Source: an optimization exercise on an open RTL-to-GDS flow (aim: small area). Production flows keep margins and buffers that such runs may drop. At most, simulation tests tie the RTL to the original design; equivalence was not proved. No activity file was given, so power comes from the tool's default toggle rates. The flow treats the clock pin as an ideal source, which a real chip does not have.

willow:
## top
module top(
	input  CLOCK_25,
	input reset,
	output LED,
	output [9:0] step,
	output [9:0] dir,
	input [9:0] term,
	input 	UART_RX,
	output 	UART_TX,
	output DebugPin1,
	output reg DebugPin2,
	output reg DebugPin3,
	output DebugPin_85,
	output DebugPin5,
	output DebugPin6,
	output DebugPin7,
	output DebugPin8,
	output DebugPin9,
	output debugPin106,
	output DebugPin_86,
	output DebugPin_87,
	output DebugPin_103
);
reg [23:0] ledCnt;
reg ledReg;
wire ledZ = (ledCnt[22:0] == 23'h0);
always @(posedge CLOCK_25)
	if (reset) begin
		ledCnt <= 24'h0;
		ledReg <= 1'b0;
	end else begin
		ledCnt <= {ledCnt[22:0], ledCnt[23] ^ ledCnt[22] ^ ledCnt[21] ^ ledCnt[16] ^ ledZ};
		ledReg <= ledReg ^ (ledCnt[23] & ledZ);
	end
assign LED = ledReg;
wire rxReady;           
wire [7:0] rxData;
reg rxReadyL;           
always @(posedge CLOCK_25) if (reset) rxReadyL <= 1'b0; else rxReadyL <= rxReady;
async_receiver RX(.clk(CLOCK_25), .rst(reset), .RxD(UART_RX),
	.RxD_data_ready(rxReady), .RxD_data(rxData));
assign DebugPin1 = rxReady;
assign DebugPin7 = rxReady;
assign DebugPin_85 = 1'b0;
assign DebugPin9 = 1'b0;
assign DebugPin_86 = 1'b0;
reg [2:0] recvState;            
reg [3:0] curAxis;
reg [17:0] timeOut;
reg timeOutDone;
reg [7:0] cmdB3, cmdB2, cmdB1;  
reg cmdB0;                      
reg [9:0] pending;
reg [9:0] activeR;
wire [9:0] active;
reg [9:0] dirReg;
reg [15:0] divider [0:9];
reg [15:0] stepCounter [0:9];
wire sendDriveStatus = rxReady && (recvState == 3'd0) && (rxData[3:0] == 4'hF);
assign debugPin106 = sendDriveStatus;
assign DebugPin5 = active[0];
assign DebugPin6 = pending[0];
assign DebugPin_87 = step[0];
assign DebugPin_103 = dir[0];
wire cmdDone = rxReadyL && (recvState == 3'd6);
wire store = cmdDone && (curAxis < 4'd10) && !pending[curAxis];
integer c;
always @(posedge CLOCK_25) begin
	if (reset) begin
		recvState <= 3'd0;
		timeOutDone <= 1'b1;
		DebugPin2 <= 1'b0;
		DebugPin3 <= 1'b0;
		pending <= 10'd0;
		activeR <= 10'd0;
		dirReg <= 10'd0;
	end else begin
		if (rxReady) begin
			if (recvState == 3'd0) begin
				if (rxData[3:0] != 4'hF) recvState <= 3'd1;
			end else
				recvState <= recvState + 3'd1;
			timeOutDone <= 1'b0;
		end else begin
			if (timeOutDone) recvState <= 3'd0;
  ...
clock: 10.0 ns
lec_check: 0
cap_margin: 20
core_margin: 2
core_utilization: 40
cts_cluster_diameter: 60
cts_cluster_size: 30
place_density: 0.6
slew_margin: 20
run.sh (not shown) runs the stock make flow with config.mk's settings and CLKGATE_MAP_FILE= SYNTH_SCRIPT=/design/flow/synth_recipe.tcl, a recipe that flattens the netlist after the stock synthesis.
willow | stages: all done | timing, DRC, antenna: all pass
Setup changes, willow to ember
Settings: CTS_CLUSTER_DIAMETER: 60 -> 100.
Notes after the runs:
- Clock insertion delay at the later pin of the skew report, ember and willow: lower on ember
- Comparing ember against willow, there is no change at all in initial cell density of the core.
- Hold slack improves in ember relative to willow.
Changes in juniper relative to ember:
Settings: swapping 30 for 25 in CTS_CLUSTER_SIZE.
Results
Re instance count on the critical path: no difference whatsoever between ember and juniper. Switching power summed over all nets delta (juniper − ember): unfavourable. The final critical-path required period of juniper and that of ember are within noise of each other. The post-route worst setup slack on juniper is in line with that on ember. Overall power of the completed layout deteriorates in juniper relative to ember. From ember to juniper the numbers moved as follows: count of final max-slew check failures has remained practically unchanged; number of vias in the routed layout held; register-to-register slack essentially unchanged; maximum frequency has remained practically unchanged; global-route met3 utilization dropped 0.21 points.
No run of this note included a check of the RTL's function; only the layout flow was run.

* * *

Another version of the RTL of top (not shown whole).
Size: about 3500 cells after synthesis, roughly 1000 flip-flops, about 48 I/O pins, ~40000 um2 of cells after synthesis.
## top
module top(
	input  CLOCK_25,
	input reset,
	output LED,
	output [9:0] step,
	output [9:0] dir,
	input [9:0] term,
	input 	UART_RX,
	output 	UART_TX,
	output DebugPin1,
	output reg DebugPin2,
	output reg DebugPin3,
	output DebugPin_85,
	output DebugPin5,
	output DebugPin6,
	output DebugPin7,
	output DebugPin8,
	output DebugPin9,
	output debugPin106,
	output DebugPin_86,
	output DebugPin_87,
	output DebugPin_103
);
==> flow/config.mk <==
export PLATFORM = sky130hd
export DESIGN_NAME = top
export DESIGN_NICKNAME = top
export VERILOG_FILES = /design/flow/design.v
export SDC_FILE = /design/flow/constraint.sdc
export NUM_CORES = 4
export LEC_CHECK = 0
export CAP_MARGIN = 0
export CORE_MARGIN = 2
export CORE_UTILIZATION = 70
export CTS_CLUSTER_DIAMETER = 100
export CTS_CLUSTER_SIZE = 30
export PLACE_DENSITY = 0.85
export SLEW_MARGIN = 0
==> flow/constraint.sdc <==
create_clock -name core_clock -period 10.0 [get_ports {CLOCK_25}]
set_input_delay 2.0000 -clock core_clock [delete_from_list [all_inputs] [get_ports {CLOCK_25}]]
set_output_delay 2.0000 -clock core_clock [all_outputs]
set_load 0.01 [all_outputs]
standard.sh (not shown) runs the stock make flow with config.mk's settings and CLKGATE_MAP_FILE= SYNTH_SCRIPT=/design/flow/synth_recipe.tcl, a recipe that flattens the netlist after the stock synthesis.
==> flow/flow/run.sh <==
#!/bin/bash
set -e
cfg() { sed -n "s/^export $1 *= *//p" config.mk | tail -n 1; }
SIZE=$(cfg CTS_CLUSTER_SIZE); SIZE=${SIZE:-30}
DIAM=$(cfg CTS_CLUSTER_DIAMETER); DIAM=${DIAM:-100}
export BUFFER_PORTS_ARGS="-buffer_cell sky130_fd_sc_hd__buf_1"
export CTS_ARGS="-sink_clustering_enable -repair_clock_nets -sink_clustering_size $SIZE -sink_clustering_max_diameter $DIAM -dont_use_dummy_load"
echo "CTS_ARGS=$CTS_ARGS" > run_settings.log
bash standard.sh > standard_flow.log 2>&1
Next try:
==> flow/flow/run.sh (replaced) <==
#!/bin/bash
set -e
export BUFFER_PORTS_ARGS="-buffer_cell sky130_fd_sc_hd__buf_1"
export CTS_ARGS="-sink_clustering_enable -repair_clock_nets -sink_clustering_size 30 -sink_clustering_max_diameter 100 -dont_use_dummy_load"
bash standard.sh > standard_flow.log 2>&1
--- a/flow/config.mk
+++ b/flow/config.mk
@@ -7,8 +7,8 @@
 export LEC_CHECK = 0
-export CAP_MARGIN = 0
+export CAP_MARGIN = 20
 export CORE_MARGIN = 2
-export CORE_UTILIZATION = 70
+export CORE_UTILIZATION = 40
 export CTS_CLUSTER_DIAMETER = 100
 export CTS_CLUSTER_SIZE = 30
-export PLACE_DENSITY = 0.85
-export SLEW_MARGIN = 0
+export PLACE_DENSITY = 0.6
+export SLEW_MARGIN = 20
After rerunning: Power came out higher slightly; clock power is higher by a few percent; register-to-register slack gains 0.33 ns; clock skew came out lower by 0.020 ns; clock-buffer cell count stays the same; first-iteration DRC count decreases by a quarter to a third; die area grows by well over a third; synthesized cell count stays the same; global-route usage drops by 13 points; design area grows slightly; utilization goes down by 31 points.
Next try:
--- a/flow/flow/run.sh
+++ b/flow/flow/run.sh
@@ -4,2 +4,3 @@
 export CTS_ARGS="-sink_clustering_enable -repair_clock_nets -sink_clustering_size 30 -sink_clustering_max_diameter 100 -dont_use_dummy_load"
+export RECOVER_POWER=100
 bash standard.sh > standard_flow.log 2>&1
This time the run completed and failed the layout checks on capacitance limit, slew limit.
Count of clock-buffer cells in the layout stays the same.
Sequential share of layout area came out higher by 0.34 points.
Clock skew drops by 0.0037 ns.
Register-to-register slack is worse by 2.2 ns.
Next try:
==> flow/flow/run.sh (replaced) <==
#!/bin/bash
set -e
export BUFFER_PORTS_ARGS="-buffer_cell sky130_fd_sc_hd__buf_1"
export CTS_ARGS="-sink_clustering_enable -repair_clock_nets -sink_clustering_size 30 -sink_clustering_max_diameter 100 -dont_use_dummy_load"
bash standard.sh > standard_flow.log 2>&1
--- a/flow/config.mk
+++ b/flow/config.mk
@@ -7,3 +7,3 @@
 export LEC_CHECK = 0
-export CAP_MARGIN = 20
+export CAP_MARGIN = 0
 export CORE_MARGIN = 2
@@ -13,2 +13,2 @@
 export PLACE_DENSITY = 0.6
-export SLEW_MARGIN = 20
+export SLEW_MARGIN = 0
=> Now the flow finished with timing, DRC and antenna clean. Non-clock buffer count shrinks by 3. Sequential share of layout area shrinks by 0.24 points. Hold slack is worse by 0.0061 ns.
Next try:
==> flow/flow/run.sh (replaced) <==
#!/bin/bash
set -e
cfg() { sed -n "s/^export $1 *= *//p" config.mk | tail -n 1; }
SIZE=$(cfg CTS_CLUSTER_SIZE); SIZE=${SIZE:-30}
DIAM=$(cfg CTS_CLUSTER_DIAMETER); DIAM=${DIAM:-100}
export BUFFER_PORTS_ARGS="-buffer_cell sky130_fd_sc_hd__buf_1"
export CTS_ARGS="-sink_clustering_enable -repair_clock_nets -sink_clustering_size $SIZE -sink_clustering_max_diameter $DIAM -dont_use_dummy_load"
export PRE_GLOBAL_PLACE_TCL="$PWD/flow/pre_gpl.tcl"
echo "CTS_ARGS=$CTS_ARGS" > run_settings.log
bash standard.sh > standard_flow.log 2>&1
==> flow/flow/pre_gpl.tcl (new file) <==
# Before global placement: remove the buffers synthesis inserted (what the
# standard flow does when placement is timing-driven); repair_design after
# placement buffers the nets that need it.
remove_buffers
--- a/flow/config.mk
+++ b/flow/config.mk
@@ -9,6 +9,7 @@
 export CORE_MARGIN = 2
-export CORE_UTILIZATION = 40
+export CORE_UTILIZATION = 70
 export CTS_CLUSTER_DIAMETER = 100
 export CTS_CLUSTER_SIZE = 30
-export PLACE_DENSITY = 0.6
+export GPL_TIMING_DRIVEN = 0
+export PLACE_DENSITY = 0.85
 export SLEW_MARGIN = 0
Result: The new run completed without violations. Die area is lower by about 40%. Non-clock buffer count is lower by 22. Power stays flat. Global-route usage rises by 12 points. Critical path depth stays the same. Routed wire length falls by 3.0%. Register-to-register slack degrades by 0.22 ns.

## what the ideal ports hide
No port has a modelled driver above. Below, the same layouts with a new extraction and two added sets of constraints. Step 1 (the two cells are an assumption about what drives the block):
set clk [get_ports {CLOCK_25}]
set_driving_cell -lib_cell sky130_fd_sc_hd__clkbuf_16 $clk
set_driving_cell -lib_cell sky130_fd_sc_hd__buf_2 [delete_from_list [all_inputs] $clk]
Step 2 also shifts input and output timing later by t, the mid clock arrival at the registers, as if the neighbouring blocks saw the same clock. Three values: ideal ports, drivers, drivers and shift; two values: the first two.
run	t (ns)	slack for setup (ns)	hold slack, ns	slew at the worst register clock pin (ns)	cell pins on the clock port's net
willow	0.732	5.109 / 5.041 / 5.773	0.404 / 0.404 / 0.404	0.10 / 0.10	1
ember	0.684	5.169 / 5.100 / 5.784	0.421 / 0.421 / 0.421	0.12 / 0.12	1
juniper	0.682	5.167 / 5.098 / 5.780	0.420 / 0.420 / 0.420	0.10 / 0.10	1
the first run of note 2	0.649	5.699 / 5.640 / 5.953	0.360 / 0.360 / 0.360	0.11 / 0.11	1
the second run of note 2	0.685	5.723 / 5.653 / 5.850	0.414 / 0.414 / 0.414	0.12 / 0.12	1
the third run of note 2	0.684	3.444 / 3.473 / 2.788	0.414 / 0.414 / 0.414	0.12 / 0.12	1
the fourth run of note 2	0.665	5.736 / 5.668 / 5.873	0.408 / 0.408 / 0.408	0.12 / 0.12	1
the fifth run of note 2	0.646	5.592 / 5.534 / 5.331	0.372 / 0.372 / 0.372	0.11 / 0.11	1
The setup slack of the third run of note 2, which loses most, moves by +0.029 ns with the drivers and by -0.656 ns with both steps.
